This is an optimization exercise on Yosys and OpenROAD, whose aim is small area, a short achievable clock period and few clock cycles per item, not a production implementation. Power and IR drop assume default switching activity.

==> 06-05 <==
Design simple_cpu_top, start of the top module:
module simple_cpu_top #(
    parameter BIT_WIDTH = 16,
    parameter PROGRAM_FILE = "program.mem"
)(
    input wire clk,
    input wire rst_n,
    input wire start,
    input wire [BIT_WIDTH-1:0] operand_a,
    input wire [BIT_WIDTH-1:0] operand_b,
    output wire [BIT_WIDTH-1:0] result,
    output wire done
);
    simple_datapath #(.BIT_WIDTH(BIT_WIDTH)) datapath (
        .clk(clk), .en(start), .a(operand_a), .b(operand_b), .p(result)
    );
    simple_control control (
        .clk(clk), .rst_n(rst_n), .start(start), .done(done)
    );
endmodule
clock: 5.0 ns
lec_check: 0
cap_margin: 20
core_margin: 2
core_utilization: 40
gpl_timing_driven: 0
slew_margin: 20
synth_hierarchical: 1
synth_minimum_keep_size: 0
standard.sh (not shown) runs the stock make flow with config.mk's settings and CLKGATE_MAP_FILE= SYNTH_SCRIPT=/design/flow/synth_recipe.tcl, a recipe that flattens the netlist after the stock synthesis.
==> flow/flow/run.sh <==
#!/bin/bash
# The standard layout with: port buffers made from buf_2 cells (ORFS's
# default picks a delay buffer, clkdlybuf4s50_1), then reduced to buf_1 for
# the output ports (flow/outbuf.tcl); and the buffers that synthesis (ABC)
# inserted removed at floorplan, leaving buffering to the resizer, which sees
# the placement.
set -euo pipefail
bash standard.sh "BUFFER_PORTS_ARGS=-buffer_cell sky130_fd_sc_hd__buf_2" "POST_GLOBAL_PLACE_TCL=$(pwd)/flow/outbuf.tcl" REMOVE_ABC_BUFFERS=1 finish > standard_run.log 2>&1
==> flow/flow/outbuf.tcl <==
# After global placement: the output-port buffers drive only the port's fixed
# load, so use the smallest buffer for them (the resizer upsizes any that
# need it).
foreach inst [get_cells output*] {
  replace_cell $inst sky130_fd_sc_hd__buf_1
}
==> 08-01 (differences from 06-05) <==
--- a/flow/design.v
+++ b/flow/design.v
@@ -374,92 +374,92 @@
     wire w331;
     mul_x2 u121 (.x(w329), .y(w330), .s(w331));
     wire w332;
     mul_x2 u122 (.x(w331), .y(w302), .s(w332));
     wire w333;
     mul_x2 u123 (.x(w304), .y(w332), .s(w333));
     wire w334;
     mul_x2 u124 (.x(w333), .y(w306), .s(w334));
-    wire w335 = w17 | w2;
-    wire w336, w337;
-    mul_fa u125 (.x(w32), .y(w137), .z(w335), .s(w336), .c(w337));
-    wire w338, w339;
-    mul_ha u126 (.x(w141), .y(w139), .s(w338), .c(w339));
-    wire w340;
-    mul_ao u127 (.g(w339), .p(w338), .ci(w337), .co(w340));
-    wire w341, w342;
-    mul_ha u128 (.x(w147), .y(w145), .s(w341), .c(w342));
-    wire w343;
-    mul_ao u129 (.g(w342), .p(w341), .ci(w340), .co(w343));
-    wire w344, w345;
-    mul_ha u130 (.x(w153), .y(w155), .s(w344), .c(w345));
-    wire w346;
-    mul_ao u131 (.g(w345), .p(w344), .ci(w343), .co(w346));
-    wire w347, w348;
-    mul_ha u132 (.x(w165), .y(w163), .s(w347), .c(w348));
-    wire w349;
-    mul_ao u133 (.g(w348), .p(w347), .ci(w346), .co(w349));
-    wire w350, w351;
-    mul_ha u134 (.x(w175), .y(w177), .s(w350), .c(w351));
-    wire w352;
-    mul_ao u135 (.g(w351), .p(w350), .ci(w349), .co(w352));
-    reg [29:0] q;
+    wire w335;
+    mul_x2 u125 (.x(w334), .y(w308), .s(w335));
+    wire w336 = w17 | w2;
+    wire w337, w338;
+    mul_fa u126 (.x(w32), .y(w137), .z(w336), .s(w337), .c(w338));
+    wire w339, w340;
+    mul_ha u127 (.x(w141), .y(w139), .s(w339), .c(w340));
+    wire w341;
+    mul_ao u128 (.g(w340), .p(w339), .ci(w338), .co(w341));
+    wire w342, w343;
+    mul_ha u129 (.x(w147), .y(w145), .s(w342), .c(w343));
+    wire w344;
+    mul_ao u130 (.g(w343), .p(w342), .ci(w341), .co(w344));
+    wire w345, w346;
+    mul_ha u131 (.x(w153), .y(w155), .s(w345), .c(w346));
+    wire w347;
+    mul_ao u132 (.g(w346), .p(w345), .ci(w344), .co(w347));
+    wire w348, w349;
+    mul_ha u133 (.x(w165), .y(w163), .s(w348), .c(w349));
+    wire w350;
+    mul_ao u134 (.g(w349), .p(w348), .ci(w347), .co(w350));
+    wire w351, w352;
+    mul_ha u135 (.x(w175), .y(w177), .s(w351), .c(w352));
+    wire w353;
+    mul_ao u136 (.g(w352), .p(w351), .ci(w350), .co(w353));
+    reg [28:0] q;
     always @(posedge clk)
-        if (en) q <= {w308, w334, w284, w307, w305, w283, w262, w281, w259, w261, w240, w224, w239, w241, w208, w223, w206, w207, w205, w189, w191, w352, ~(w350 ^ w349), ~(w347 ^ w346), ~(w344 ^ w343), ~(w341 ^ w340), ~(w338 ^ w337), ~w336, w17 ^ w2, ~w1};
+        if (en) q <= {w335, w284, w307, w305, w283, w262, w281, w259, w261, w240, w224, w239, w241, w208, w223, w206, w207, w205, w189, w191, w353, ~(w351 ^ w350), ~(w348 ^ w347), ~(w345 ^ w344), ~(w342 ^ w341), ~(w339 ^ w338), ~w337, w17 ^ w2, ~w1};
     assign p[0] = q[0];
     assign p[1] = q[1];
     assign p[2] = q[2];
     assign p[3] = q[3];
     assign p[4] = q[4];
     assign p[5] = q[5];
     assign p[6] = q[6];
     assign p[7] = q[7];
-    wire w353, w354;
-    mul_xn u136 (.x(q[13]), .y(q[14]), .s(w353));
-    mul_or u137 (.x(q[13]), .y(q[14]), .c(w354));
-    wire w355, w356;
-    mul_fa u138 (.x(q[16]), .y(q[17]), .z(q[18]), .s(w355), .c(w356));
-    wire w357, w358;
-    mul_fa u139 (.x(q[19]), .y(q[20]), .z(q[21]), .s(w357), .c(w358));
-    wire w359, w360;
-    mul_fa u140 (.x(q[22]), .y(q[23]), .z(q[24]), .s(w359), .c(w360));
-    wire w361, w362;
-    mul_fa u141 (.x(q[25]), .y(q[26]), .z(q[27]), .s(w361), .c(w362));
-    wire w363;
-    mul_x2 u142 (.x(q[28]), .y(q[29]), .s(w363));
+    wire w354, w355;
+    mul_xn u137 (.x(q[13]), .y(q[14]), .s(w354));
+    mul_or u138 (.x(q[13]), .y(q[14]), .c(w355));
+    wire w356, w357;
+    mul_fa u139 (.x(q[16]), .y(q[17]), .z(q[18]), .s(w356), .c(w357));
+    wire w358, w359;
+    mul_fa u140 (.x(q[19]), .y(q[20]), .z(q[21]), .s(w358), .c(w359));
+    wire w360, w361;
+    mul_fa u141 (.x(q[22]), .y(q[23]), .z(q[24]), .s(w360), .c(w361));
+    wire w362, w363;
+    mul_fa u142 (.x(q[25]), .y(q[26]), .z(q[27]), .s(w362), .c(w363));
     wire w364;
-    mul_x2 u143 (.x(w363), .y(w362), .s(w364));
+    mul_x2 u143 (.x(q[28]), .y(w363), .s(w364));
     wire w365, w366;
     mul_ha u144 (.x(q[10]), .y(q[9]), .s(w365), .c(w366));
     wire w367;
     mul_ao u145 (.g(w366), .p(w365), .ci(q[8]), .co(w367));
     wire w368, w369;
     mul_ha u146 (.x(q[11]), .y(q[12]), .s(w368), .c(w369));
     wire w370;
     mul_ao u147 (.g(w369), .p(w368), .ci(w367), .co(w370));
     wire w371, w372;
-    mul_ha u148 (.x(q[15]), .y(w353), .s(w371), .c(w372));
+    mul_ha u148 (.x(q[15]), .y(w354), .s(w371), .c(w372));
     wire w373;
     mul_ao u149 (.g(w372), .p(w371), .ci(w370), .co(w373));
     wire w374, w375;
-    mul_ha u150 (.x(w354), .y(w355), .s(w374), .c(w375));
+    mul_ha u150 (.x(w355), .y(w356), .s(w374), .c(w375));
     wire w376;
     mul_ao u151 (.g(w375), .p(w374), .ci(w373), .co(w376));
     wire w377, w378;
-    mul_ha u152 (.x(w356), .y(w357), .s(w377), .c(w378));
+    mul_ha u152 (.x(w357), .y(w358), .s(w377), .c(w378));
     wire w379;
     mul_ao u153 (.g(w378), .p(w377), .ci(w375), .co(w379));
     wire w380 = w377 & w374;
     wire w381;
     mul_ao u154 (.g(w379), .p(w380), .ci(w373), .co(w381));
     wire w382, w383;
-    mul_ha u155 (.x(w358), .y(w359), .s(w382), .c(w383));
+    mul_ha u155 (.x(w359), .y(w360), .s(w382), .c(w383));
     wire w384, w385;
-    mul_ha u156 (.x(w360), .y(w361), .s(w384), .c(w385));
+    mul_ha u156 (.x(w361), .y(w362), .s(w384), .c(w385));
     wire w386;
     mul_ao u157 (.g(w385), .p(w384), .ci(w383), .co(w386));
     wire w387 = w384 & w382;
     wire w388;
     mul_ao u158 (.g(w383), .p(w382), .ci(w381), .co(w388));
     wire w389;
     mul_ao u159 (.g(w386), .p(w387), .ci(w381), .co(w389));
     assign p[8] = ~(w365 ^ q[8]);
==> metrics.yaml <==
layout:
  area_share_clock_buf_inv_pct: 2.499
  final_layout_size_suffix_gt1_share_pct: 10.92
  postLayoutCoreUtil_pct: 44.56
worst_setup_path:
  timing.critical_path.arrival_ns: 3.75
  cp_slowest_stage_delay_ns: 0.52
  critPathMostFrequentCell: "fa_1"
timing:
  setup_slack_ns: 1.277
  fmax_mhz: 268.6
  final.min_clock_period_ns: 3.723
global_route:
  use_met2_pct: 28.34
  first_global_vias: 2872
place:
  place_area_sq_um: 4247
floorplanning:
  core_area_sq_um: 9774
  die_w_microns: 104.4
detailed_routing:
  routed_via_density: 4.909
power:
  p_sw_mw: 0.8189
  sequentialPower_mw: 0.452
logic_synthesis:
  synth-edff-count: 29
run_status:
  status: "no timing/DRC/antenna violations"
Source of the figures above: 08-01

==> metrics.yaml <==
worst_setup_path:
  timing.critical_path.arrival_ns: 3.61
  cp_slowest_stage_delay_ns: 0.47
  critPathMostFrequentCell: "or2_1"
  critPathLaunchType: "input pin"
layout:
  area_share_clock_buf_inv_pct: 2.677
  antenna_cells: 0
  postLayoutCoreUtil_pct: 44.75
detailed_routing:
  routed_via_density: 5.007
global_route:
  use_met2_pct: 26.95
  first_global_vias: 2968
timing:
  final.min_clock_period_ns: 3.578
  setup_slack_ns: 1.422
power:
  sequentialPower_mw: 0.464
  p_sw_mw: 0.8023
floorplanning:
  core_area_sq_um: 9819
logic_synthesis:
  synth-edff-count: 30
place:
  place_area_sq_um: 4277
run_status:
  status: "no timing/DRC/antenna violations"
Source of the figures above: 06-05

No functional check of the RTL was part of any run of this note.

afterwards: timing with drivers on the ports:
The results above use ideal ports. As a check the final layouts listed here were re-extracted and re-timed, cells and wires unchanged. Step 1 sets driving cells, clkbuf_16 on the clock port and buf_2 on the other inputs (assumed; they add their load-dependent delay and slew). Step 2 times the ports against the registers' clock, not the clock port: input delays grow and output delays shrink by t, the midpoint of the rising clock arrivals with the driver on. Three values: ideal ports, drivers, drivers and shift; two values: the first two.
| run | t (ns) | setup WS [ns] | worst data-port slew with drivers (ns) | pins driven straight from the clock port |
|---|---|---|---|---|
| 06-05 | 0.312 | 1.422 / 1.432 / 1.120 | 0.04 | 1 |
| 08-01 | 0.313 | 1.277 / 1.287 / 0.974 | 0.04 | 1 |
After both steps every run listed still meets setup and hold. For 08-01, which loses most, drivers alone change the setup slack by +0.010 ns; drivers and shift together by -0.303 ns.
